Background: an optimization exercise with open tools, aiming at a short achievable clock period and few clock cycles. Do not read the settings as production practice.
Only simulation tests tie the RTL to the original design; equivalence was not proved.
Power figures rest on the tool's default switching activity, not on a simulated workload.

Design MIPS, start of the top module:
module MIPS(input clk, rst,
	output [31:0] imem_addr, input [31:0] imem_data,
	output [31:0] dmem_addr, output [31:0] dmem_wdata, output dmem_we, input [31:0] dmem_rdata);
Size in the first run: roughly 7300 cells after synthesis, ~160 I/O pins, about 0.083 mm^2 of cells after synthesis.
Settings: LEC_CHECK=0, ABC_CLOCK_PERIOD_IN_PS=1000, CAP_MARGIN=20, CORE_MARGIN=2, CORE_UTILIZATION=40, SLEW_MARGIN=20, SYNTH_HIERARCHICAL=1; clock period 10.5 ns.
standard.sh (not shown) runs the stock make flow with config.mk's settings and CLKGATE_MAP_FILE= SYNTH_SCRIPT=/design/flow/synth_recipe.tcl, a recipe that flattens the netlist after the stock synthesis.
==> flow/flow/run.sh <==
#!/bin/bash
# Layout flow: the standard flow (its synthesis unchanged), with
# repair_timing aiming for setup slack beyond the design's clock period and
# the port buffers made from buf cells that the resizer can size.
set -o pipefail
bash standard.sh SETUP_SLACK_MARGIN=7.3 "BUFFER_PORTS_ARGS=-buffer_cell sky130_fd_sc_hd__buf_8" finish > standard.log 2>&1
Testbench counts at the start, summed over its fixed seeds: cycles 70,391.
Edit:
--- a/flow/design.v
+++ b/flow/design.v
@@ -80,39 +80,38 @@
 	reg  [9:0]  d_btag;
 	reg  [31:0] d_ir, d_pc4, d_pred;
 	reg  [31:1] d_rsoh, d_rtoh;    
 	reg         x_valid;
 	reg  [4:0]  x_dst;
 	reg         x_we, x_lw, x_sw, x_beq, x_jr;
 	reg  [15:0] x_imm;
 	reg  [31:0] x_pc4, x_pred;
 	reg  [31:0] x_a, x_b, x_o;     
 	reg         x_rAdd, x_rSub, x_rAnd, x_rOr, x_rXor, x_rSlt, x_rLink;
 	reg         x_bany, x_bsame;   
 	reg         x_bp;
-	reg  [31:0] x_btarget;
-	reg         x_tgtok;           
+	reg  [31:0] x_bpt, x_btarget;
 	reg  [9:0]  x_btag;
 	reg         m_we, m_lw;
 	reg  [4:0]  m_dst;
 	reg  [31:0] m_res;
 	reg  [31:0] m_addr, m_sdata;   
 	reg         m_sw;
 	wire [31:0] r_add, x_res;
 	alu u_alu (.a(x_a), .b(x_o), .link(x_pc4), .s_add(x_rAdd), .s_sub(x_rSub), .s_and(x_rAnd),
 		.s_or(x_rOr), .s_xor(x_rXor), .s_slt(x_rSlt), .s_link(x_rLink), .res(x_res), .sum(r_add));
 	wire        x_eq   = x_a == x_b;
 	wire        x_jrok = x_a == x_pred;
 	wire        x_taken = x_bany & (x_bsame | x_eq);
-	wire        x_bpok  = x_taken & x_tgtok;
+	wire        x_bpok  = x_taken & (x_bpt == x_btarget);
 	wire        xr = x_valid & ((x_bp & ~x_bpok) | (~x_bp & x_beq & x_eq) | (x_jr & ~x_jrok));
 	wire        xr_seq = x_bp & ~x_taken;
 	wire [31:0] xr_pc = ({32{x_jr}} & x_a) | ({32{~x_jr & xr_seq}} & x_pc4) |
 	                    ({32{~x_jr & ~xr_seq}} & x_btarget);
 	wire [31:0] m_wdata = ({32{m_lw}} & dmem_rdata) | ({32{~m_lw}} & m_res);
 	wire [5:0]  d_op   = d_ir[31:26];
 	wire [4:0]  d_rs   = d_ir[25:21];
 	wire [4:0]  d_rt   = d_ir[20:16];
 	wire [4:0]  d_rd   = d_ir[15:11];
 	wire [5:0]  d_func = d_ir[5:0];
 	wire [15:0] d_imm  = d_ir[15:0];
 	wire d_isR    = d_op == OP_R;
@@ -225,25 +224,25 @@
 		x_a    <= d_av;
 		x_b    <= d_bv;
 		x_o    <= d_ov;
 		x_rSub <= d_isR & d_func == 6'd1;
 		x_rAnd <= d_isR & d_func == 6'd2;
 		x_rOr  <= d_isR & d_func == 6'd3;
 		x_rXor <= d_isR & d_func == 6'd4;
 		x_rSlt <= (d_isR & d_func == 6'd5) | d_op == OP_SLTI;
 		x_rLink <= d_isJal;
 		x_bany <= d_isBeq;
 		x_bsame <= d_bsame;
 		x_bp   <= d_bp;
-		x_tgtok <= d_bpt == dr_pc;
+		x_bpt  <= d_bpt;
 		x_btarget <= dr_pc;
 		x_btag <= d_btag;
 		x_rAdd <= ~((d_isR & (d_func == 6'd1 | d_func == 6'd2 | d_func == 6'd3 | d_func == 6'd4 |
 		                      d_func == 6'd5)) | d_op == OP_SLTI | d_isJal);
 	end
 	always @(posedge clk) begin
 		m_we    <= xwe & ~rst;
 		m_lw    <= x_lw;
 		m_dst   <= x_dst;
 		m_res   <= x_res;
 		m_sw    <= x_sw & x_valid & ~rst;
 		m_addr  <= r_add;
Effect: Die area stays flat. Area after synthesis is about the same. Maximum frequency falls by a few percent. Power rose slightly. Design area rises by a few percent. Global-route usage climbs by 1.3 points. Via count grows slightly. Clock power stays flat. Routed wire length is higher by a few percent. Setup slack gets worse by 130 ps. Non-clock buffer count rises by 61. Utilization increases by 0.70 points. Combinational power is higher by a few percent.
Testbench counts after the change, summed over its fixed seeds: cycles 70,391.

[afterwards: timing with drivers on the ports]
The flow's constraints put no driver on any port. The routed layouts listed below were extracted and timed again, unchanged, in two steps. Step 1 assumes that a clkbuf_16 drives the clock port and a buf_2 every other input. Step 2 also shifts input and output timing later by t, the mid clock arrival at the registers, as if the neighbouring blocks saw the same clock. a / b / c = no drivers / after step 1 / after step 2; a / b = the first two.
| run | t, ns | setup slack, ns | worst setup path after step 2 | worst register clock-pin slew, ns | cell pins on the clock port's net |
|---|---|---|---|---|---|
| the first run | 0.944 | 6.853 / 6.834 / 6.447 | input to register | 0.07 / 0.07 | 1 |
| the second run | 0.966 | 6.725 / 6.725 / 6.426 | input to register | 0.07 / 0.07 | 1 |
After both steps setup and hold are still met in every run listed. The setup slack of the first run, which loses most, moves by -0.019 ns with the drivers and by -0.406 ns with both steps.
